What follows belongs to an exercise in optimizing a design on an open flow for small area; a production flow would make more cautious choices. The RTL was checked by simulation tests, not by an equivalence proof against the original design. Power is estimated from default activity; no workload was simulated.

[constraint.sdc]
create_clock -name core_clock -period 7.0 [get_ports {clk}]
set_input_delay 1.4000 -clock core_clock [delete_from_list [all_inputs] [get_ports {clk}]]
set_output_delay 1.4000 -clock core_clock [all_outputs]
set_load 0.01 [all_outputs]
[design.v]
module issue (
    input   wire            clk,
    input   wire            resetn,
    input   wire            snoop_hit,
    output  wire            readyn,
    input   wire            bco_valid,
    input   wire [1:0]      bp_pattern,
    input   wire            bp_taken,
    input   wire            bp_hit,
    input   wire [31:0]     bp_target,
    input   wire            wb_en,
    input   wire [3:0]      wb_dst_rob,
    input   wire [31:0]     wb_value,
    input   wire            wb_lsmiss,
    input   wire            nowb_en,
    input   wire [3:0]      nowb_dst_rob,
    input   wire [31:0]     nowb_value,
    input   wire            i_valid,
    input   wire [31:0]     i_pc,
    input   wire [3:0]      i_src0_rob,
    input   wire            i_src0_ready,
    input   wire [31:0]     i_src0_value,
    input   wire [3:0]      i_src1_rob,
    input   wire            i_src1_ready,
    input   wire [31:0]     i_src1_value,
    input   wire [3:0]      i_dst_rob,
    input   wire [25:0]     i_imm,
    input   wire [7:0]      i_fid,
    input   wire            i_branch,
    input   wire            i_load,
    input   wire            i_store,
    input   wire            i_pipe_alu,
    input   wire            i_pipe_mul,
    input   wire            i_pipe_mem,
    input   wire            i_pipe_bru,
    input   wire [4:0]      i_alu_cmd,
    input   wire [0:0]      i_mul_cmd,
    input   wire [4:0]      i_mem_cmd,
    input   wire [6:0]      i_bru_cmd,
    input   wire [1:0]      i_bagu_cmd,
    output  wire            o_valid,
    output  wire [31:0]     o_pc,
    output  wire [31:0]     o_src0_value,
    output  wire            o_src0_forward_alu,
    output  wire [31:0]     o_src1_value,
    output  wire            o_src1_forward_alu,
    output  wire [3:0]      o_dst_rob,
    output  wire [25:0]     o_imm,
    output  wire [7:0]      o_fid,
    output  wire            o_pipe_alu,
    output  wire            o_pipe_mul,
    output  wire            o_pipe_mem,
    output  wire            o_pipe_bru,
    output  wire [4:0]      o_alu_cmd,
    output  wire [0:0]      o_mul_cmd,
    output  wire [4:0]      o_mem_cmd,
    output  wire [6:0]      o_bru_cmd,
    output  wire [1:0]      o_bagu_cmd,
    output  wire [1:0]      o_bp_pattern,
    output  wire            o_bp_taken,
    output  wire            o_bp_hit,
    output  wire [31:0]     o_bp_target
);
    localparam NS = 7;           
    localparam DW = 133;         
    integer i;
    genvar  s, p;
    reg         wbr_v;
    reg  [3:0]  wbr_rob;
    reg  [31:0] wbr_val;
    always @(posedge clk) begin
        if (~resetn)
            wbr_v <= 1'b0;
        else
            wbr_v <= wb_en & ~wb_lsmiss;
        wbr_rob <= wb_dst_rob;
        wbr_val <= wb_value;
    end
    reg  [2:0]  cnt;             
    reg         pend;            
    reg         dly1, dly2, dly3;
    wire        s_readyn = cnt[2] | (cnt[1] & cnt[0]);
    assign readyn = s_readyn;
    always @(posedge clk) begin
        if (~resetn) begin
            dly1 <= 1'b0;
            dly2 <= 1'b0;
            dly3 <= 1'b0;
        end
        else if (snoop_hit) begin
            dly1 <= 1'b1;
            dly2 <= 1'b1;
            dly3 <= 1'b1;
        end
        else begin
            dly1 <= s_readyn;
            dly2 <= dly1;
            dly3 <= dly2;
        end
    end
    reg  [DW-1:0] sd      [0:NS-1];
    reg  [3:0]    s0_rob  [0:NS-1];
    reg           s0_rdy  [0:NS-1];
    reg  [31:0]   s0_val  [0:NS-1];
    reg  [3:0]    s1_rob  [0:NS-1];
    reg           s1_rdy  [0:NS-1];
    reg  [31:0]   s1_val  [0:NS-1];
    reg  [2:0]  ord [0:NS-1];
    reg         afv;
    reg  [NS-1:0] fm0, fm1;      
    reg         ah1, ah0;
    wire [DW-1:0] din = { i_pc, i_imm, i_fid, i_dst_rob,
                          bp_pattern, bp_taken, bp_hit, bp_target,
                          i_alu_cmd, i_mul_cmd, i_mem_cmd, i_bru_cmd, i_bagu_cmd,
                          i_branch, i_load, i_store,
                          i_pipe_alu, i_pipe_mul, i_pipe_mem, i_pipe_bru };
    wire [NS-1:0] fwd0, fwd1, srdy, sbr, sst, sls;
    generate
        for (s = 0; s < NS; s = s + 1) begin : g_slot
            wire alu = sd[s][3];
            wire mul = sd[s][2];
            wire mem = sd[s][1];
            wire bru = sd[s][0];
            assign fwd0[s] = ~s0_rdy[s] & afv & fm0[s];
            assign fwd1[s] = ~s1_rdy[s] & afv & fm1[s];
            assign srdy[s] = (s0_rdy[s] | fwd0[s]) & (s1_rdy[s] | fwd1[s])
                           & ~(ah0 & (alu | (~mul & ~mem & bru)));
            assign sbr[s]  = sd[s][6];
            assign sst[s]  = sd[s][4];
            assign sls[s]  = sd[s][5] | sd[s][4];
        end
    endgenerate
    wire [3:0] pv, prdy, pbr, pst, pls;
    generate
        for (p = 0; p < 4; p = p + 1) begin : g_pos
            assign pv[p]   = (cnt > p);
            assign prdy[p] = pv[p] & srdy[ord[p]];
            assign pbr[p]  = sbr[ord[p]];
            assign pst[p]  = sst[ord[p]];
            assign pls[p]  = sls[ord[p]];
        end
    endgenerate
    wire [3:0] pick_rdy;
    assign pick_rdy[0] = prdy[0];
    assign pick_rdy[1] = prdy[1] & ~(pbr[1] & pbr[0])
                                 & ~(pls[1] & pst[0]);
    assign pick_rdy[2] = prdy[2] & ~(pbr[2] & (pbr[0] | pbr[1]))
                                 & ~(pls[2] & (pst[0] | pst[1]));
    assign pick_rdy[3] = prdy[3] & ~(pbr[3] & (pbr[0] | pbr[1] | pbr[2]))
                                 & ~(pls[3] & (pst[0] | pst[1] | pst[2]));
    wire [3:0] pick1h;
    assign pick1h[0] = pick_rdy[0];
    assign pick1h[1] = pick_rdy[1] & ~pick_rdy[0];
    assign pick1h[2] = pick_rdy[2] & ~|pick_rdy[1:0];
    assign pick1h[3] = pick_rdy[3] & ~|pick_rdy[2:0];
    assign o_valid = |pick_rdy & ~bco_valid;
    wire [NS-1:0] psel;
    generate
        for (s = 0; s < NS; s = s + 1) begin : g_psel
            assign psel[s] = (pick1h[0] & (ord[0] == s))
                           | (pick1h[1] & (ord[1] == s))
                           | (pick1h[2] & (ord[2] == s))
                           | (pick1h[3] & (ord[3] == s));
        end
    endgenerate
    wire [DW-1:0] o_d;
    wire [31:0]   o_v0, o_v1;
    wire          o_f0, o_f1;
    generate
        for (p = 0; p < DW; p = p + 1) begin : g_od
            issue_omux7 u (
                .sel (psel),
                .d   ({sd[6][p], sd[5][p], sd[4][p], sd[3][p], sd[2][p], sd[1][p], sd[0][p]}),
                .y   (o_d[p])
            );
        end
        for (p = 0; p < 32; p = p + 1) begin : g_ov
            issue_omux7 u0 (
                .sel  (psel),
                .d    ({s0_val[6][p], s0_val[5][p], s0_val[4][p], s0_val[3][p], s0_val[2][p], s0_val[1][p], s0_val[0][p]}),
                .y   (o_v0[p])
            );
            issue_omux7 u1 (
                .sel  (psel),
                .d    ({s1_val[6][p], s1_val[5][p], s1_val[4][p], s1_val[3][p], s1_val[2][p], s1_val[1][p], s1_val[0][p]}),
                .y   (o_v1[p])
            );
        end
    endgenerate
    assign o_f0 = |(psel & fwd0);
    assign o_f1 = |(psel & fwd1);
    assign { o_pc, o_imm, o_fid, o_dst_rob,
             o_bp_pattern, o_bp_taken, o_bp_hit, o_bp_target,
             o_alu_cmd, o_mul_cmd, o_mem_cmd, o_bru_cmd, o_bagu_cmd } = o_d[DW-1:7];
    assign { o_pipe_alu, o_pipe_mul, o_pipe_mem, o_pipe_bru } = o_d[3:0];
    assign o_src0_value       = o_v0;
    assign o_src0_forward_alu = o_f0;
    assign o_src1_value       = o_v1;
    assign o_src1_forward_alu = o_f1;
    always @(posedge clk) begin
        if (~resetn | snoop_hit | bco_valid)
            afv <= 1'b0;
        else
            afv <= o_valid & o_pipe_alu;
        if (~resetn) begin
            ah1 <= 1'b0;
            ah0 <= 1'b0;
        end
        else begin
            ah1 <= o_valid & ~o_pipe_alu & (o_pipe_mul | o_pipe_mem);
            ah0 <= ah1;
        end
    end
    wire        acc  = pend & ~bco_valid;
    wire        wr   = resetn & i_valid & ~snoop_hit & ~bco_valid & ~dly3;
    wire [3:0]  occ  = cnt + pend;
    wire [2:0]  pick_sid = ({3{pick1h[0]}} & ord[0])
                         | ({3{pick1h[1]}} & ord[1])
                         | ({3{pick1h[2]}} & ord[2])
                         | ({3{pick1h[3]}} & ord[3]);
    reg  [2:0]  wslot;
    always @(*) begin
        wslot = pick_sid;
        for (i = 0; i < NS; i = i + 1)
            if (occ == i)
                wslot = ord[i];
    end
    wire [NS-1:0] shl;           
    generate
        for (p = 0; p < NS; p = p + 1) begin : g_shl
            if (p == 0) begin : g0
                assign shl[p] = pick1h[0];
            end
            else if (p < 4) begin : g1
                assign shl[p] = shl[p-1] | pick1h[p];
            end
            else begin : g2
                assign shl[p] = shl[3];
            end
        end
    endgenerate
    always @(posedge clk) begin
        if (~resetn) begin
            cnt  <= 3'd0;
            pend <= 1'b0;
            for (i = 0; i < NS; i = i + 1)
                ord[i] <= i;
        end
        else begin
            if (bco_valid)
                cnt <= 3'd0;
            else
                cnt <= cnt - o_valid + acc;
            pend <= wr;
            for (i = 0; i < NS; i = i + 1)
                if (shl[i])
                    ord[i] <= (i == NS - 1) ? pick_sid : ord[(i + 1) % NS];
        end
    end
    wire n0_b = wbr_v   & (wbr_rob      == i_src0_rob);
    wire n0_c = nowb_en & (nowb_dst_rob == i_src0_rob);
    wire n1_b = wbr_v   & (wbr_rob      == i_src1_rob);
    wire n1_c = nowb_en & (nowb_dst_rob == i_src1_rob);
    wire n0_rdy = i_src0_ready | n0_b | n0_c;
    wire n1_rdy = i_src1_ready | n1_b | n1_c;
    generate
        for (s = 0; s < NS; s = s + 1) begin : g_wr
            wire we   = wr & (wslot == s);
            wire w0_b = wbr_v   & (wbr_rob      == s0_rob[s]);
            wire w0_c = nowb_en & (nowb_dst_rob == s0_rob[s]);
            wire w1_b = wbr_v   & (wbr_rob      == s1_rob[s]);
            wire w1_c = nowb_en & (nowb_dst_rob == s1_rob[s]);
            wire v0_i = we & i_src0_ready;
            wire v0_b = we ? (~i_src0_ready & n0_b) : (~s0_rdy[s] & w0_b);
            wire v0_c = we ? (~i_src0_ready & ~n0_b) : (~s0_rdy[s] & ~w0_b & w0_c);
            wire v1_i = we & i_src1_ready;
            wire v1_b = we ? (~i_src1_ready & n1_b) : (~s1_rdy[s] & w1_b);
            wire v1_c = we ? (~i_src1_ready & ~n1_b) : (~s1_rdy[s] & ~w1_b & w1_c);
            wire [31:0] d0, d1;
            issue_vsel u_d0 (.si(v0_i), .sb(v0_b), .sc(v0_c), .sh(~(v0_i | v0_b | v0_c)),
                             .di(i_src0_value), .db(wbr_val), .dc(nowb_value), .dh(s0_val[s]), .y(d0));
            issue_vsel u_d1 (.si(v1_i), .sb(v1_b), .sc(v1_c), .sh(~(v1_i | v1_b | v1_c)),
                             .di(i_src1_value), .db(wbr_val), .dc(nowb_value), .dh(s1_val[s]), .y(d1));
            always @(posedge clk) begin
                fm0[s] <= we ? (i_src0_rob == o_dst_rob) : (s0_rob[s] == o_dst_rob);
                fm1[s] <= we ? (i_src1_rob == o_dst_rob) : (s1_rob[s] == o_dst_rob);
                if (we) begin
                    sd[s]     <= din;
                    s0_rob[s] <= i_src0_rob;
                    s1_rob[s] <= i_src1_rob;
                end
                if (we)
                    s0_rdy[s] <= n0_rdy;
                else if (w0_b | w0_c)
                    s0_rdy[s] <= 1'b1;
                if (we)
                    s1_rdy[s] <= n1_rdy;
                else if (w1_b | w1_c)
                    s1_rdy[s] <= 1'b1;
                s0_val[s] <= d0;
                s1_val[s] <= d1;
            end
        end
    endgenerate
endmodule
module issue_omux7 (
    input  wire [6:0] sel,
    input  wire [6:0] d,
    output wire       y
);
    wire [2:0] g;
    issue_aoi222 u0 (.a1(sel[0]), .a2(d[0]), .b1(sel[1]), .b2(d[1]), .c1(sel[2]), .c2(d[2]), .y(g[0]));
    issue_aoi222 u1 (.a1(sel[3]), .a2(d[3]), .b1(sel[4]), .b2(d[4]), .c1(sel[5]), .c2(d[5]), .y(g[1]));
    assign g[2] = ~(sel[6] & d[6]);
    assign y    = ~&g;
endmodule
module issue_aoi222 (
    input  wire a1,
    input  wire a2,
    input  wire b1,
    input  wire b2,
    input  wire c1,
    input  wire c2,
    output wire y
);
    assign y = ~((a1 & a2) | (b1 & b2) | (c1 & c2));
endmodule
module issue_vsel (
    input  wire        si,
    input  wire        sb,
    input  wire        sc,
    input  wire        sh,
    input  wire [31:0] di,
    input  wire [31:0] db,
    input  wire [31:0] dc,
    input  wire [31:0] dh,
    output wire [31:0] y
);
    assign y = ({32{si}} & di) | ({32{sb}} & db) | ({32{sc}} & dc) | ({32{sh}} & dh);
endmodule
[flow/run.sh]
#!/bin/bash
# Standard layout flow (standard.sh: ORFS synthesis through finish), with two changes:
#  - ports are buffered with the smallest buffer cell instead of the default pick;
#  - clock tree synthesis uses clkbuf_8 with sink clusters of up to 12 within 60 um and adds no dummy loads.
# ORFS writes each tool's log under orfs/logs; the driver's own output goes to flow_run.log.
cp standard.sh standard_sh_copy.log 2>/dev/null
export BUFFER_PORTS_ARGS="-buffer_cell sky130_fd_sc_hd__buf_1"
export CTS_ARGS="-sink_clustering_enable -repair_clock_nets -dont_use_dummy_load -buf_list sky130_fd_sc_hd__clkbuf_8 -sink_clustering_size 12 -sink_clustering_max_diameter 60"
bash standard.sh > flow_run.log 2>&1
[standard.sh]
#!/bin/bash
# synth_recipe.tcl (not shown) runs the flow's synth.tcl, then flattens the netlist and writes it again
# the make line also repeats each setting of config.mk as NAME=value (left out here)
make -C /OpenROAD-flow-scripts/flow DESIGN_CONFIG=/design/flow/config.mk WORK_HOME=/design/flow/orfs CLKGATE_MAP_FILE= SYNTH_SCRIPT=/design/flow/synth_recipe.tcl "${@:-finish}"
[config.mk]
export PLATFORM = sky130hd
export DESIGN_NAME = issue
export DESIGN_NICKNAME = issue
export VERILOG_FILES = /design/flow/design.v
export SDC_FILE = /design/flow/constraint.sdc
export NUM_CORES = 4
export LEC_CHECK = 0
export CAP_MARGIN = 20
export CORE_MARGIN = 2
export CORE_UTILIZATION = 45
export SLEW_MARGIN = 20
export SYNTH_HIERARCHICAL = 1
==> results of run 1 <==
final cells by class:
cell class                 count  area share, %
multi-input combinational   2950          29.62
timing repair buffer         629          4.886
antenna                       11        0.03989
tap                         1794          3.253
inverter                      21         0.1360
clock buffer                 157          3.131
sequential                  1531          58.93
Yosys cell counts (all sizes together) (27+ instances only):
cell type | number | area [µm²]
edfxtp | 1001 | 30060
a22oi | 908 | 6817
nand2 | 711 | 2669
dfxtp | 530 | 10610
a222oi | 388 | 3884
nand3 | 202 | 1011
buf | 200 | 1296
xnor2 | 97 | 849.6
xor2 | 97 | 849.6
nor2 | 86 | 322.8
mux2i | 57 | 570.6
clkbuf | 39 | 146.4
nand4 | 37 | 231.5
nor2b | 35 | 219.0
nor3 | 33 | 181.4
o21ai | 29 | 152.7
a21oi | 27 | 135.1
nand2b | 27 | 168.9
per-module statistics from Yosys, one instance, submodules excluded:
module / cells inside / cell area (µm²)
issue: 2452 / 47000
issue_aoi222: 1 / 10.01
issue_omux7: 2 / 8.758
issue_vsel: 108 / 679.4
worst reg2reg max path: stages (launching register included):
cell and delay, ns:
dfxtp_1 0.64, nand2b_1 0.39, o221ai_1 0.34, and2_1 0.21, a221oi_2 0.12, a211oi_4 0.48, nand4b_1 0.16, buf_4 0.20
buf_4 0.17, o211ai_1 0.26, o21a_1 0.62, and3_4 0.49, buf_4 0.57, nor2_4 0.30, buf_4 0.31, a22oi_1 0.24
nand2_1 0.08
logic make-up (layout without fill, tap and decap cells):
kind of cell               Yosys count  count (layout)  share of synthesized area (%)
DFF                               1531            1531                          65.50
AOI/OAI and AO/OA                 1453            1453                          19.05
and+or+nand+nor                   1216            1217                          8.713
buffers and inverters              260             807                          2.450
xor gates and xnor gates           194             194                          2.736
muxes                               77              77                          1.366
adders and majority gates            9               9                         0.1934
other                                0              11                              0
report_power, final:
group / internal, mW / leakage (nW) / switching (mW) / total (mW)
combinational: 0.423 / 9.41 / 0.571 / 0.994
clock: 1.99 / 1.13 / 2.95 / 4.94
sequential: 10.2 / 13.4 / 0.383 / 10.6
what timing repair did:
action / 4_1_cts / 5_1_grt
hold buffers: 0 / 0
gates cloned: 0 / 1
gates resized for setup: 3 / 15
endpoints found under the hold margin: 0 / 0
setup endpoints to repair: 86 / 196
pin swaps: 0 / 4
buffers inserted: 0 / 8
per-stage QoR:
step                instance area [µm²]  util, %  hold WS [ns]  std cells
global placement                  66630    48.58        0.4114       6915
global route                      69000    50.31        0.4644       7089
detailed placement                66650    48.59        0.4184       6916
CTS                               68820    50.18        0.4389       7073
floorplan                         62220        -        0.4052       4740
finish                            69010    50.32        0.4322       7093
per-layer routing:
layer | wire length, µm | track usage (%) | part of all wire (%) | vias up
met5 | 438 | 0 | 0.20 | -
met4 | 8407 | 11.26 | 3.9 | 68
met3 | 26970 | 10.22 | 12 | 643
met2 | 96860 | 45.95 | 45 | 3026
met1 | 83870 | 38.77 | 39 | 23430
li1 | - | - | - | 20310
state kept, by name, summed over array words and instances, names as in the netlist, 21 cells and up:
register / count
s0_rob: 28
s0_val: 224
s1_val: 224
sd: 931
s1_rob: 28
wbr_val: 32
ord: 21
worst min path at each step:
| stage | start | to | cells after the start |
|---|---|---|---|
| after global placement | dly1 | dly2 | 1 |
| final | dly2 | dly3 | 1 |
| after floorplan | dly1 | dly2 | 1 |
| after CTS | dly2 | dly3 | 1 |
| after global routing | dly2 | dly3 | 1 |
| after detailed placement | dly1 | dly2 | 1 |
==> results.cfg, run 1 <==
[synthesis]
seq_area_frac_synth_pct = 65.50
syn_area_per_cell_um2 = 13.10
synth_nets = 5036
synth_area_um2 = 62090
synthArstFlopShare_pct = 0
syn_inst = 4740
synth_cell_types = 81
synth_seq_cells = 1531
synth_edf_count = 1001
synthFlopType = edfxtp_1
yosys_warnings = 23

[placement]
place_ws_ns = 0.8833
globalplace.congestion = 0.9072
portBuffers = 484
hpwl_um = 125200

[setup_path]
path_common_cell = buf_4
critPathLaunch = ord[0][0]
end_kind = primary output
reg2reg_from = ord[0][0]
critPathRequiredTime_ns = 5.60
cp-start-kind = flip-flop
cp_slowest_cell = dfxtp_1
r2r_cells = 16
cpPeakStageDelay_ns = 0.64
reg2reg_to = s1_val[1][5]
cp_max_fo = 71
crit_family = compound AO/OA/AOI/OAI gates
critPathKind = flip-flop to primary output
cp.arrival_ns = 5.33
cp.depth = 14
path_cells = nand2b_1 -> o221ai_1 -> and2_1 -> a221oi_2 -> a211oi_4 -> nand4b_1 -> buf_4 -> buf_4 -> o311ai_4 -> buf_4 -> buf_12 -> a222oi_1 -> nand3_1 -> buf_1
r2r_setup_slack_ns = 1.30
cp_num_buf_inv = 5
endpoint = o_src1_value[26]

[routing]
avgViaCountPerCell = 6.694
route.detailed.drc = 0
firstDrtPassIters = 10
postRouteAntennaNets = 0
wl_per_cell_um = 30.53
routed_wl_um = 216500
dr_total_vias = 47480
drt-initial-drc-count = 7599

[clock_tree]
htree_levels = 4
clk_latency_ns = 0.96
cts_tree = built
numCtsBuffers = 157
cts.clk_slew.worst_paths_ns = 0.08
cts_sinks = 1531
clockBufferDepth = 3
cts_root_buffer = clkbuf_8

[layout]
final_cell_mix = 1001 x edfxtp_1, 908 x a22oi_1, 711 x nand2_1
area_delta_synth_final_pct = 11.14
layout.area.seq_um2 = 40670
multi_input_area_um2 = 20440
drive_gt1_share_pct = 7.678
layout_commonest_cell = edfxtp_1
nets = 5586
fillers = 12050

[global_route]
grt_max_degree = 117
grt_pass1_wl_um = 313800
grt-ovfl-total = 0
first_global_vias = 45950
grt_usage_pct = 29.79
grt_antenna_before_repair = 45

[job]
cap_viol_max_count = 0

[timing]
worstMarginPinSlew_ns = 1.192
clock.fmax_mhz = 148.7
layout_setup_ws_ns = 0.2741
slew_violations = 0
slew-limit-headroom_pct = 20.38
period_needed_ns = 6.726
rsz0062_at_grt = no
hold_viol = 0
fin_crit_sh_pct = 96.08
final.setup.tns_ns = 0
setup_viol = 0
skew_ns = 0.1295

[floorplanning]
rows = 136
io_pins = 485
die_x_um = 375.5
die-area_um2 = 141000
die_h_um = 375.5
coreArea_um2 = 137200
initial_core_util_pct = 45.27

[pwr]
irDropWorstVdd_v = 0.0001746
p_per_area_nw_per_um2 = 239.6
total_leakage_power_nw = 23.96
finalPower_mw = 16.54

[outcome]
status = timing/DRC/antenna clean

[hold_path]
min_path_type = flip-flop to flip-flop
==> run 2: changes to the inputs <==
==> flow/run.sh (replaced) <==
#!/bin/bash
# Standard layout flow (standard.sh: ORFS synthesis through finish), with two changes:
#  - ports are buffered with the smallest buffer cell instead of the default pick;
#  - clock tree synthesis drives sink clusters of up to 8 with clkbuf_4 and adds no dummy loads.
# ORFS writes each tool's log under orfs/logs; the driver's own output goes to flow_run.log.
cp standard.sh standard_sh_copy.log 2>/dev/null
export BUFFER_PORTS_ARGS="-buffer_cell sky130_fd_sc_hd__buf_1"
export CTS_ARGS="-sink_clustering_enable -repair_clock_nets -dont_use_dummy_load -buf_list {sky130_fd_sc_hd__clkbuf_4 sky130_fd_sc_hd__clkbuf_8} -sink_clustering_buffer sky130_fd_sc_hd__clkbuf_4 -sink_clustering_size 8 -sink_clustering_max_diameter 40"
bash standard.sh > flow_run.log 2>&1
==> run 2 against run 1 <==
Worst setup slack worse by 0.038 ns. Hold slack lost 0.022 ns. Sequential power barely moved. Cell area down 0.31%. Largest power group unchanged. Final cell count rose by 1.3%. Non-clock buffer count is the same. First-iteration DRC count decreased by 4.3%. Maximum frequency fell by 0.56%. Largest cell class unchanged. Power down 1.9%.
==> results.cfg, run 2 <==
[routing]
drt-initial-drc-count = 7270
route.detailed.drc = 0
routed_wl_um = 217300
top_layer_used = met5
dr_total_vias = 47950
drt-met1-wl_um = 85240
wl_met2_um = 97280
dr_wl_met3_um = 26140
wl_per_cell_um = 30.26
firstDrtPassIters = 10
postRouteAntennaNets = 0
avgViaCountPerCell = 6.676

[floorplanning]
die_x_um = 375.5
die_h_um = 375.5
initial_core_util_pct = 45.27
io_pins = 485
die-area_um2 = 141000
rows = 136
coreArea_um2 = 137200

[synthesis]
syn_inst = 4740
syn_area_per_cell_um2 = 13.10
synth_area_um2 = 62090
synth_common_cells = 1001 x edfxtp_1, 908 x a22oi_1, 711 x nand2_1
synthFlopType = edfxtp_1
synth_most_common_cell = edfxtp_1
seq_area_frac_synth_pct = 65.50
synth_top_area_share_pct = 48.41
yosys_warnings = 23
synth_seq_cells = 1531
yosys-top-cells-area = edfxtp_1 48%, dfxtp_1 17%, a22oi_1 11%
synth_cell_types = 81
synth_edf_count = 1001
synth_top_cell_by_area = edfxtp_1
synth_nets = 5036
synthArstFlopShare_pct = 0

[layout]
final-instance-count-excl-fill = 7182
finish.utilization_pct = 50.16
nets = 5668
layout_commonest_cell = edfxtp_1
regMostFlops = sd
largest_reg_flops = 931
final_cell_mix = 1001 x edfxtp_1, 908 x a22oi_1, 711 x nand2_1
drive_gt1_share_pct = 9.125
area_delta_synth_final_pct = 10.80
reg.largest.list = sd (931), s0_val (224), s1_val (224)

[setup_path]
end_kind = primary output
cp_max_fo = 40
r2r_setup_slack_ns = 1.28
crit_family = simple AND/OR/NAND/NOR gates
critPathLaunch = ah0
r2r_cells = 16
path_common_cell = nand3_1
reg2reg_to = s1_val[1][0]
cpPeakStageDelay_ns = 0.60
critPathKind = flip-flop to primary output
cp-start-kind = flip-flop
path_cells = and4bb_2 -> or4_1 -> nand3_1 -> nand4_1 -> a2111oi_4 -> nand4b_1 -> o31ai_2 -> or2_4 -> buf_12 -> a222oi_1 -> nand3_1 -> buf_1
cp_num_buf_inv = 2
reg2reg_from = ord[0][0]
cp.arrival_ns = 5.36
cp_slowest_cell = or4_1
critPathRequiredTime_ns = 5.60

[timing]
setup_viol = 0
final.setup.tns_ns = 0
worstMarginPinSlew_ns = 1.219
period_needed_ns = 6.764
slew-limit-headroom_pct = 18.51
skew_ns = 0.1196
slew_violations = 0
fin_crit_sh_pct = 96.62
rsz0062_at_grt = no
clock.fmax_mhz = 147.8
hold_viol = 0

[pwr]
pwr-share-comb_pct = 6.1
pwr-share-clk_pct = 28.5
netSwitchingFraction_pct = 24.07
seq_power_share_pct = 65.4
irDropWorstVdd_v = 0.0001535
p_per_area_nw_per_um2 = 235.8
total_leakage_power_nw = 23.98
p_int_mw = 12.32
p_switching_mw = 3.905

[placement]
hpwl_um = 125200
portBuffers = 484
globalplace.congestion = 0.9072
dp_cells = 6916

[hold_path]
hp-start = dly1
min_path_type = flip-flop to flip-flop
whs_path_depth = 1
hold-path-endpoint = dly2

[global_route]
grt_max_degree = 117
grt_antenna_before_repair = 47
grt-ovfl-total = 0
first_global_vias = 46650
grt_usage_pct = 29.90
grt_pass1_wl_um = 315200

[clock_tree]
clockBufferDepth = 3
cts_tree = built
numCtsBuffers = 239
htree_levels = 4
cts_root_buffer = clkbuf_8
cts_sinks = 1531
cts.clk_slew.worst_paths_ns = 0.09
clk_latency_ns = 0.95

[outcome]
status = timing/DRC/antenna clean

[job]
cap_viol_max_count = 0
## run 2: routing by layer
| metal | GRT usage [%] | vias to the layer above |
|---|---|---|
| met4 | 11.87 | 60 |
| met3 | 10.55 | 632 |
| met1 | 38.65 | 23690 |
| li1 | - | 20570 |
| met2 | 45.96 | 2997 |
| met5 | 0 | - |
## run 2: per-module statistics from Yosys (local to each module, per instance)
module | cells inside | area [µm²] | times used | flip-flops and latches
issue_aoi222 | 1 | 10.01 | 388 | 0
issue_omux7 | 2 | 8.758 | 194 | 0
issue_vsel | 108 | 679.4 | 14 | 0
issue | 2452 | 47000 | 1 | 1531
## run 2: final cells by class
| type | count | area [µm²] |
|---|---|---|
| Clock buffer | 239 | 1901 |
| Timing Repair Buffer | 629 | 3373 |
| Tap cell | 1794 | 2245 |
| Sequential cell | 1531 | 40670 |
| Multi-Input combinational cell | 2950 | 20450 |
| Fill cell | 12110 | 68350 |
| Antenna cell | 18 | 45.04 |
| Inverter | 21 | 112.6 |
## run 2: how the worst max path moves through the flow
stage                               endpoint  cells after the start
final                       o_src1_value[26]                     12
after global routing        o_src0_value[27]                     14
after CTS                    o_src1_value[1]                     13
after detailed placement             o_pc[6]                     14
after global placement              o_pc[24]                     14
after floorplan           o_src1_forward_alu                     11
## run 2: stage by stage
| step | worst slack, ns | area, µm² | total power [mW] | hold slack, ns |
|---|---|---|---|---|
| 2_1_floorplan | -0.5793 | 62220 | 11.32 | 0.4052 |
| 6_report | 0.2363 | 68800 | 16.22 | 0.4097 |
| 5_1_grt | 0.006750 | 68770 | 16.86 | 0.4447 |
| 4_1_cts | -0.06632 | 68560 | 16.30 | 0.4161 |
| 3_3_place_gp | 0.9258 | 66630 | 11.71 | 0.4114 |
| 3_5_place_dp | 0.8833 | 66650 | 11.77 | 0.4184 |
## run 2: power by group through the flow
stage          combinational, mW  clock, mW  sequential [mW]
6_report                   0.996       4.62             10.6
3_5_place_dp               0.983          0             10.8
4_1_cts                    0.987       4.72             10.6
2_1_floorplan              0.639          0             10.7
5_1_grt                     1.13       5.08             10.7
3_3_place_gp               0.935          0             10.8
## run 2: repair_timing
action	4_1_cts	5_1_grt
hold buffers	0	0
resized for setup	3	19
pin swaps	0	5
buffers inserted	0	8
setup endpoints to repair	99	196
cloned	0	1
## run 2: logic make-up (layout without fill, tap and decap cells)
kind of cell / count (synthesis) / in the layout / share of synthesized area, %
DFF: 1531 / 1531 / 65.50
adders and majority gates: 9 / 9 / 0.1934
AOI/OAI and AO/OA: 1453 / 1453 / 19.05
other: 0 / 18 / 0
muxes: 77 / 77 / 1.366
buffers and inverters: 260 / 889 / 2.450
xor gates and xnor gates: 194 / 194 / 2.736
and+or+nand+nor: 1216 / 1217 / 8.713
==> run 3: changes to the inputs <==
--- a/config.mk
+++ b/config.mk
@@ -9,3 +9,3 @@
 export CORE_MARGIN = 2
-export CORE_UTILIZATION = 45
+export CORE_UTILIZATION = 55
 export SLEW_MARGIN = 20
==> run 3 against run 2 <==
Hold slack gained 0.018 ns. Cell area shrank 0.38%. Maximum frequency shrank 0.45%. Final cell count shrank 3.8%. Critical path type unchanged. Via count grew 0.33%. Still clean. Largest cell class unchanged. Critical path depth grew 1.
==> results.cfg, run 3 <==
[global_route]
grt_antenna_before_repair = 45
grt_pass1_wl_um = 309700
grt-ovfl-total = 0
grt_max_degree = 110
first_global_vias = 46550
grt_usage_pct = 35.83

[setup_path]
reg2reg_from = ord[1][1]
cp-start-kind = flip-flop
r2r_setup_slack_ns = 1.25
r2r_cells = 11
end_kind = primary output
cp_max_fo = 31
critPathRequiredTime_ns = 5.60
cp.arrival_ns = 5.39
critPathLaunch = ah0
reg2reg_to = sd[4][54]
critPathKind = flip-flop to primary output

[synthesis]
synth_common_cells = 1001 x edfxtp_1, 908 x a22oi_1, 711 x nand2_1
synth_cell_types = 81
yosys-top-cells-area = edfxtp_1 48%, dfxtp_1 17%, a22oi_1 11%
yosys_warnings = 23
synth_top_cell_by_area = edfxtp_1
synthArstFlopShare_pct = 0
synth_top_area_share_pct = 48.41
synth_edf_count = 1001
synth_most_common_cell = edfxtp_1
synth_seq_cells = 1531
syn_inst = 4740
synth_nets = 5036
synthFlopType = edfxtp_1
synth_area_um2 = 62090
syn_area_per_cell_um2 = 13.10
seq_area_frac_synth_pct = 65.50

[placement]
hpwl_um = 122700
place_ws_ns = 0.7974
globalplace.congestion = 0.9272
portBuffers = 484

[floorplanning]
rows = 123
io_pins = 485
coreArea_um2 = 112200
die_h_um = 340.0
initial_core_util_pct = 55.35
die_x_um = 340.0
die-area_um2 = 115600

[layout]
layout_commonest_cell = edfxtp_1
final_cell_mix = 1001 x edfxtp_1, 908 x a22oi_1, 711 x nand2_1
area_delta_synth_final_pct = 10.38
largest_reg_flops = 931
regMostFlops = sd
finish.utilization_pct = 61.09
reg.largest.list = sd (931), s0_val (224), s1_val (224)
nets = 5683
drive_gt1_share_pct = 9.081

[clock_tree]
cts.clk_slew.worst_paths_ns = 0.08
numCtsBuffers = 229
cts_root_buffer = clkbuf_8
htree_levels = 4
clk_latency_ns = 0.91
clockBufferDepth = 3
cts_sinks = 1531
cts_tree = built
postCtsHoldBufs = 0

[timing]
slew_violations = 0
setup_viol = 0
worstMarginPinSlew_ns = 1.181
skew_ns = 0.09954
rsz0062_at_grt = no
slew-limit-headroom_pct = 21.28
fin_crit_sh_pct = 97.06
period_needed_ns = 6.795
layout_setup_ws_ns = 0.2055
hold_viol = 0
clock.fmax_mhz = 147.2

[routing]
firstDrtPassIters = 12
wl_per_cell_um = 30.88
drt-initial-drc-count = 7826
route.detailed.drc = 0
routed_wl_um = 213400
postRouteAntennaNets = 0
dr_total_vias = 48100
avgViaCountPerCell = 6.961

[pwr]
irDropWorstVdd_v = 0.0001760
total_leakage_power_nw = 24.07
finalPower_mw = 16.12
p_per_area_nw_per_um2 = 235.2

[hold_path]
hp-start = dly2
hold-path-endpoint = dly3
whs_path_depth = 1
min_path_type = flip-flop to flip-flop

[outcome]
status = timing/DRC/antenna clean

[job]
cap_viol_max_count = 0
run 3: cell counts after synthesis:
No cell type changed its count.
run 3: modules after synthesis, one instance, submodules excluded:
module	cell area, µm²	cells	times used	flops+latches
issue	47000	2452	1	1531
issue_vsel	679.4	108	14	0
issue_aoi222	10.01	1	388	0
issue_omux7	8.758	2	194	0
run 3: kinds of logic after synthesis:
logic type	share of synthesized area, %
AO/OA/AOI/OAI	19.05
XOR/XNOR	2.736
adder cells (fa/ha/maj)	0.1934
buffers and inverters	2.450
flip-flops	65.50
multiplexers	1.366
AND/OR/NAND/NOR	8.713
run 3: how the worst max path moves through the flow:
stage / end / cells after the start
after floorplan: o_src1_forward_alu / 11
after global placement: o_bp_target[8] / 12
after detailed placement: o_bp_target[8] / 12
after CTS: o_pc[17] / 14
after global routing: o_pc[19] / 14
final: o_src1_value[29] / 13
run 3: critical path: stages, from the launching register on:
cell	delay (ns)
dfxtp_1	0.45
o2bb2ai_2	0.19
or4_4	0.59
a221oi_2	0.29
nand4_1	0.18
a2111oi_4	0.51
nand4b_1	0.35
o221ai_1	0.41
or2_4	0.40
buf_12	0.27
buf_12	0.27
a222oi_1	0.09
nand3_1	0.10
buf_1	0.34
run 3: metal layers:
layer | up-vias | track usage (%) | part of all wire, %
li1 | 20610 | - | -
met1 | 23480 | 47.45 | 38
met2 | 3293 | 54.98 | 46
met3 | 678 | 9.981 | 12
met4 | 44 | 16.66 | 4.5
met5 | - | 0 | 0.13
run 3: what timing repair did:
item                       4_1_cts  5_1_grt
setup endpoints to repair      153      183
buffers inserted                 0        7
cloned                           2        0
resized for setup                4        6
pin swaps                        1        3
run 3: power by group:
| part | total, mW | internal [mW] | switching (mW) |
|---|---|---|---|
| clock network | 4.52 | 1.61 | 2.91 |
| logic | 0.997 | 0.424 | 0.573 |
| registers | 10.6 | 10.2 | 0.382 |
run 3: layout make-up:
cell class | instances | area, µm²
antenna | 25 | 62.56
fill | 9108 | 43650
inverter | 21 | 98.84
multi-input combinational | 2951 | 20400
timing repair buffer | 653 | 3606
tap | 1500 | 1877
sequential | 1531 | 40670
clock buffer | 229 | 1826
run 3: stage by stage:
stage	instances	hold slack (ns)	TNS (ns)	instance area, µm²
finish	6910	0.4279	0	68540
CTS	6878	0.4324	0	68370
floorplan	4740	0.4052	-84.82	62220
detailed placement	6647	0.4150	0	66510
global placement	6645	0.4072	0	66460
global route	6902	0.4478	0	68520
==> run 4: changes to the inputs <==
--- a/config.mk
+++ b/config.mk
@@ -9,3 +9,4 @@
 export CORE_MARGIN = 2
-export CORE_UTILIZATION = 55
+export CORE_UTILIZATION = 45
+export PLACE_DENSITY = 0.7
 export SLEW_MARGIN = 20
==> run 4 against run 3 <==
Combinational power barely moved. Sequential power about the same. Synthesized cell count stayed put. Worst setup slack gained 0.012 ns. Clock power about the same. Highest routed layer unchanged. Largest power group unchanged. Clock skew is 0.041 ns higher. Still clean.
==> results.cfg, run 4 <==
[setup_path]
critPathKind = flip-flop to primary output
cpPeakStageDelay_ns = 0.91
path_common_cell = buf_4
r2r_cells = 13
end_kind = primary output
critPathRequiredTime_ns = 5.60
path_cells = a21oi_1 -> a2111oi_2 -> a2111oi_4 -> buf_4 -> nand4b_1 -> buf_4 -> nor3_2 -> or2_2 -> a222oi_1 -> nand3_1 -> buf_1
cp_slowest_cell = dfxtp_1
cp-start-kind = flip-flop
cp.arrival_ns = 5.38
cp_max_fo = 22

[clock_tree]
postCtsHoldBufs = 0
cts.clk_slew.worst_paths_ns = 0.08
htree_levels = 4
cts_sinks = 1531
clk_latency_ns = 0.97
numCtsBuffers = 234
cts_tree = built
cts_root_buffer = clkbuf_8
clockBufferDepth = 3

[routing]
avgViaCountPerCell = 6.790
routed_wl_um = 210300
wl_per_cell_um = 29.25
postRouteAntennaNets = 0
dr_total_vias = 48810
dr_wl_met3_um = 28860
drt-initial-drc-count = 7864
drt-met1-wl_um = 76850
wl_met2_um = 93930
firstDrtPassIters = 11
top_layer_used = met5
route.detailed.drc = 0

[synthesis]
synth_top_area_share_pct = 48.41
synth_common_cells = 1001 x edfxtp_1, 908 x a22oi_1, 711 x nand2_1
synth_most_common_cell = edfxtp_1
synth_seq_cells = 1531
seq_area_frac_synth_pct = 65.50
synth_nets = 5036
synthFlopType = edfxtp_1
synthArstFlopShare_pct = 0
synth_edf_count = 1001
yosys_warnings = 23
yosys-top-cells-area = edfxtp_1 48%, dfxtp_1 17%, a22oi_1 11%
syn_area_per_cell_um2 = 13.10
synth_cell_types = 81
synth_area_um2 = 62090
synth_top_cell_by_area = edfxtp_1
syn_inst = 4740

[pwr]
finalPower_mw = 16.13
total_leakage_power_nw = 23.95
pwr-share-clk_pct = 28.2
netSwitchingFraction_pct = 23.87
p_switching_mw = 3.851
p_per_area_nw_per_um2 = 234.7
irDropWorstVdd_v = 0.0002541
seq_power_share_pct = 65.7
pwr-share-comb_pct = 6.2
p_int_mw = 12.28

[layout]
finish.utilization_pct = 50.12
largest_reg_flops = 931
reg.largest.list = sd (931), s0_val (224), s1_val (224)
final-instance-count-excl-fill = 7188
final_cell_mix = 1001 x edfxtp_1, 908 x a22oi_1, 711 x nand2_1
area_delta_synth_final_pct = 10.71
nets = 5666
final_cell_area_um2 = 68740
multi_input_area_um2 = 20420
drive_gt1_share_pct = 8.961
layout.area.seq_um2 = 40680
layout_commonest_cell = edfxtp_1
regMostFlops = sd
fillers = 11870

[floorplanning]
initial_core_util_pct = 45.27
die_h_um = 375.5
rows = 136
coreArea_um2 = 137200
io_pins = 485
die-area_um2 = 141000
die_x_um = 375.5

[placement]
dp_cells = 6915
globalplace.congestion = 0.9280
placed_area_um2 = 66560
place_ws_ns = 0.6927
portBuffers = 484
hpwl_um = 122500

[global_route]
grt-ovfl-total = 0
grt_max_degree = 135
grt_antenna_before_repair = 50
first_global_vias = 47160
grt_pass1_wl_um = 304800
grt_usage_pct = 28.68

[timing]
setup_viol = 0
clock.fmax_mhz = 147.4
hold_slack_ns = 0.4370
skew_ns = 0.1410
slew_violations = 0
worstMarginPinSlew_ns = 1.272
slew-limit-headroom_pct = 15.19
hold_viol = 0
fin_crit_sh_pct = 96.89
final.setup.tns_ns = 0
layout_setup_ws_ns = 0.2175
rsz0062_at_grt = no
period_needed_ns = 6.783

[outcome]
status = timing/DRC/antenna clean

[hold_path]
whs_path_depth = 1
min_path_type = flip-flop to flip-flop

[job]
cap_viol_max_count = 0
-- run 4: final cells by class --
cell class	count	area share, %
Tap cell	1794	3.265
Inverter	21	0.1602
Sequential cell	1531	59.17
Antenna cell	26	0.09465
Timing Repair Buffer	631	4.887
Multi-Input combinational cell	2951	29.71
Clock buffer	234	2.710
-- run 4: worst paths after layout --
check | startpoint | end | slack [ns]
worst max-delay path | ord[2][2] | o_src1_value[0] | 0.22
worst min-delay path | ah1 | ah0 | 0.44
worst max register to register | ord[2][2] | s0_val[1][29] | 1.40
worst min register to register | ah1 | ah0 | 0.44
-- run 4: layer usage --
metal | up-vias | track usage, %
met5 | - | 0
met4 | 56 | 13.65
met3 | 769 | 9.882
met2 | 3704 | 44.02
met1 | 23700 | 36.36
li1 | 20580 | -
-- run 4: per-module statistics from Yosys (local to each module, per instance) --
module | area (µm²) | copies in the design | cells inside
issue | 47000 | 1 | 2452
issue_vsel | 679.4 | 14 | 108
issue_aoi222 | 10.01 | 388 | 1
issue_omux7 | 8.758 | 194 | 2
-- run 4: timing repair --
action,in CTS,in global routing
cloned,0,2
endpoints found under the setup margin,128,192
pin swaps,0,4
gates resized for setup,4,23
buffers inserted,0,10
-- run 4: logic make-up after synthesis --
| family | synth area share [%] |
|---|---|
| AO/OA/AOI/OAI | 19.05 |
| multiplexers | 1.366 |
| AND/OR/NAND/NOR | 8.713 |
| flip-flops | 65.50 |
| adder cells (fa/ha/maj) | 0.1934 |
| XOR/XNOR | 2.736 |
| buffers and inverters | 2.450 |
-- run 4: critical path: cells and delay by family, from the launching register on --
family / cells / cell delay, ns
DFF: 1 / 0.91
AOI/OAI and AO/OA: 4 / 1.11
and+or+nand+nor: 4 / 1.80
buffers and inverters: 3 / 0.63
-- run 4: power by group through the flow --
| stage | logic (mW) | registers (mW) | clock network [mW] |
|---|---|---|---|
| final | 0.995 | 10.6 | 4.55 |
| after global routing | 1.12 | 10.6 | 4.98 |
| after CTS | 0.985 | 10.6 | 4.63 |
| after detailed placement | 0.981 | 10.8 | 0 |
| after global placement | 0.929 | 10.8 | 0 |
| after floorplan | 0.639 | 10.7 | 0 |
==> run 5: changes to the inputs <==
--- a/config.mk
+++ b/config.mk
@@ -7,7 +7,6 @@
 export LEC_CHECK = 0
-export CAP_MARGIN = 20
+export CAP_MARGIN = 10
 export CORE_MARGIN = 2
 export CORE_UTILIZATION = 45
-export PLACE_DENSITY = 0.7
-export SLEW_MARGIN = 20
+export SLEW_MARGIN = 10
 export SYNTH_HIERARCHICAL = 1
==> run 5 against run 4 <==
Critical path type unchanged. Final cell count down 0.18%. Still clean on timing, DRC and antenna. Register-to-register slack got worse by 0.25 ns. Wire length is 3.1% higher. Hold slack lost 0.0039 ns.
==> results.cfg, run 5 <==
[layout]
largest_reg_flops = 931
layout.area.seq_um2 = 40670
fillers = 12080
regMostFlops = sd
finish.utilization_pct = 50.07
area_delta_synth_final_pct = 10.59
final_cell_mix = 1001 x edfxtp_1, 908 x a22oi_1, 711 x nand2_1
drive_gt1_share_pct = 8.967
layout_commonest_cell = edfxtp_1
multi_input_area_um2 = 20430
nets = 5662
final-instance-count-excl-fill = 7175
reg.largest.list = sd (931), s0_val (224), s1_val (224)

[timing]
period_needed_ns = 6.781
slew-limit-headroom_pct = 13.45
fin_crit_sh_pct = 96.87
skew_ns = 0.1329
final.setup.tns_ns = 0
worstMarginPinSlew_ns = 1.295
setup_viol = 0
layout_setup_ws_ns = 0.2188
clock.fmax_mhz = 147.5
hold_slack_ns = 0.4331
hold_viol = 0
slew_violations = 0

[pwr]
netSwitchingFraction_pct = 24.05
p_per_area_nw_per_um2 = 236.0
irDropWorstVdd_v = 0.0001671
p_switching_mw = 3.897
pwr-share-clk_pct = 28.4
pwr-share-comb_pct = 6.1
p_int_mw = 12.31
seq_power_share_pct = 65.4
total_leakage_power_nw = 23.92

[synthesis]
seq_area_frac_synth_pct = 65.50
synthAdderAreaFrac_pct = 0.1934
yosys-top-cells-area = edfxtp_1 48%, dfxtp_1 17%, a22oi_1 11%
synth_area_um2 = 62090
syn_inst = 4740
yosys_warnings = 23
synthFlopType = edfxtp_1
synth_top_family_by_area = compound AO/OA/AOI/OAI gates
synth_seq_cells = 1531
synth_compound_area_share_pct = 19.05
synth.area.mux_share_pct = 1.366
syn_area_per_cell_um2 = 13.10
synth_nets = 5036
synth_edf_count = 1001
synth-xor-area-share_pct = 2.736
synth_cell_types = 81
synthSimpleGateAreaFrac_pct = 8.713
synth_top_cell_by_area = edfxtp_1
synthArstFlopShare_pct = 0
synth_common_cells = 1001 x edfxtp_1, 908 x a22oi_1, 711 x nand2_1
synth_most_common_cell = edfxtp_1
synth_top_area_share_pct = 48.41

[setup_path]
critPathRequiredTime_ns = 5.60
critPathKind = flip-flop to primary output
cp.arrival_ns = 5.38
cp-start-kind = flip-flop
cpPeakStageDelay_ns = 0.63
end_kind = primary output
path_cells = o21ai_0 -> a2111oi_0 -> a221oi_2 -> a32oi_1 -> nand2_1 -> nand4b_1 -> o221ai_4 -> or2_4 -> buf_12 -> buf_4 -> a222oi_1 -> nand3_1 -> buf_1
cp_max_fo = 33
cp_slowest_cell = a2111oi_0

[global_route]
grt_pass1_wl_um = 315000
grt_usage_pct = 29.87
first_global_vias = 46720
grt_max_degree = 117
grt-ovfl-total = 0
grt_antenna_before_repair = 45

[routing]
dr_total_vias = 47890
drt-met1-wl_um = 84330
drt-initial-drc-count = 7237
wl_met2_um = 97140
route.detailed.drc = 0
wl_per_cell_um = 30.22
dr_wl_met3_um = 26950
top_layer_used = met5
firstDrtPassIters = 13
postRouteAntennaNets = 0
avgViaCountPerCell = 6.674
routed_wl_um = 216900

[placement]
place_ws_ns = 0.8424
dp_cells = 6915
hpwl_um = 125100
globalplace.congestion = 0.9072
portBuffers = 484

[clock_tree]
cts.clk_slew.worst_paths_ns = 0.09
cts_tree = built
clockBufferDepth = 3
cts_root_buffer = clkbuf_8
numCtsBuffers = 238
htree_levels = 4
cts_sinks = 1531
clk_latency_ns = 0.96

[floorplanning]
rows = 136
die-area_um2 = 141000
coreArea_um2 = 137200
initial_core_util_pct = 45.27
die_x_um = 375.5
die_h_um = 375.5
io_pins = 485

[hold_path]
min_path_type = flip-flop to flip-flop

[outcome]
status = timing/DRC/antenna clean

[job]
cap_viol_max_count = 0
run 5: area by class of cell:
cell class / instances / share of cell area [%]
Tap cell: 1794 / 3.269
Sequential cell: 1531 / 59.23
Inverter: 21 / 0.1367
Multi-Input combinational cell: 2950 / 29.75
Timing Repair Buffer: 624 / 4.797
Clock buffer: 238 / 2.757
Antenna cell: 17 / 0.06195
run 5: timing repair:
item                                   in CTS  in global routing
setup buffers                               0                  4
pin swaps                                   0                  4
hold buffers                                0                  0
cloned                                      0                  1
setup endpoints to repair                 120                193
endpoints found under the hold margin       0                  0
gates resized for setup                     4                 12
run 5: per-stage QoR:
stage / power (mW) / area (µm²)
2_1_floorplan: 11.32 / 62220
3_3_place_gp: 11.71 / 66630
3_5_place_dp: 11.77 / 66630
4_1_cts: 16.29 / 68540
5_1_grt: 16.84 / 68650
6_report: 16.21 / 68670
run 5: worst max-delay path, delay by kind of cell (launching register included):
kind | cells | cell delay, ns
AO/OA/AOI/OAI | 6 | 1.96
buffers and inverters | 3 | 0.65
flip-flops | 1 | 0.54
AND/OR/NAND/NOR | 4 | 1.22
run 5: final timing paths:
path,from,to,slack (ns),cells past startpoint
setup / recovery,afv,o_src1_value[1],0.22,13
hold / removal,dly2,dly3,0.43,1
setup reg to reg,ord[0][0],s0_val[5][27],1.15,14
hold reg to reg,dly2,dly3,0.43,1
run 5: modules after synthesis, one instance, submodules excluded:
module | area, µm² | flip-flops and latches | cells | times used
issue | 47000 | 1531 | 2452 | 1
issue_omux7 | 8.758 | 0 | 2 | 194
issue_aoi222 | 10.01 | 0 | 1 | 388
issue_vsel | 679.4 | 0 | 108 | 14
run 5: kinds of logic after synthesis:
| family | Yosys count |
|---|---|
| buffers and inverters | 260 |
| and+or+nand+nor | 1216 |
| xor gates and xnor gates | 194 |
| muxes | 77 |
| adders and majority gates | 9 |
| AOI/OAI and AO/OA | 1453 |
| DFF | 1531 |
run 5: metal layers:
layer / up-vias / track usage (%)
met2: 3041 / 45.82
li1: 20550 / -
met4: 62 / 11.48
met3: 604 / 10.11
met5: - / 0
met1: 23630 / 39.10
run 5: power by group through the flow:
stage / combinational, mW / sequential (mW) / clock (mW)
5_1_grt: 1.13 / 10.7 / 5.06
4_1_cts: 0.988 / 10.6 / 4.71
3_3_place_gp: 0.935 / 10.8 / 0
3_5_place_dp: 0.983 / 10.8 / 0
2_1_floorplan: 0.639 / 10.7 / 0
6_report: 0.995 / 10.6 / 4.61

[separate check: timing with driven ports]
How much do the figures lean on ideal ports? The routed layouts below were timed once more, with nothing changed but the port constraints.
Step 1 (the two cells are an assumption about what drives the block):
set clk [get_ports {clk}]
set_driving_cell -lib_cell sky130_fd_sc_hd__clkbuf_16 $clk
set_driving_cell -lib_cell sky130_fd_sc_hd__buf_2 [delete_from_list [all_inputs] $clk]
Step 2 times the ports against the registers' clock, not the clock port: input delays grow and output delays shrink by t, the midpoint of the rising clock arrivals with the driver on.
Three values: ideal ports, drivers, drivers and shift; two values: the first two.
| run | t, ns | setup slack, ns | latest minus earliest clock arrival (ns) | slew at the worst register clock pin (ns) | worst data-port slew with drivers (ns) |
|---|---|---|---|---|---|
| run 1 | 0.971 | 0.274 / 0.194 / 1.165 | 0.130 / 0.130 | 0.09 / 0.09 | 0.22 |
| run 2 | 0.976 | 0.236 / 0.155 / 1.131 | 0.125 / 0.125 | 0.10 / 0.10 | 0.23 |
| run 3 | 0.935 | 0.205 / 0.130 / 1.066 | 0.100 / 0.099 | 0.10 / 0.10 | 0.19 |
| run 4 | 0.964 | 0.217 / 0.150 / 1.113 | 0.141 / 0.141 | 0.10 / 0.10 | 0.21 |
| run 5 | 0.973 | 0.219 / 0.144 / 1.116 | 0.139 / 0.139 | 0.10 / 0.10 | 0.24 |
After both steps every run listed still meets setup and hold.
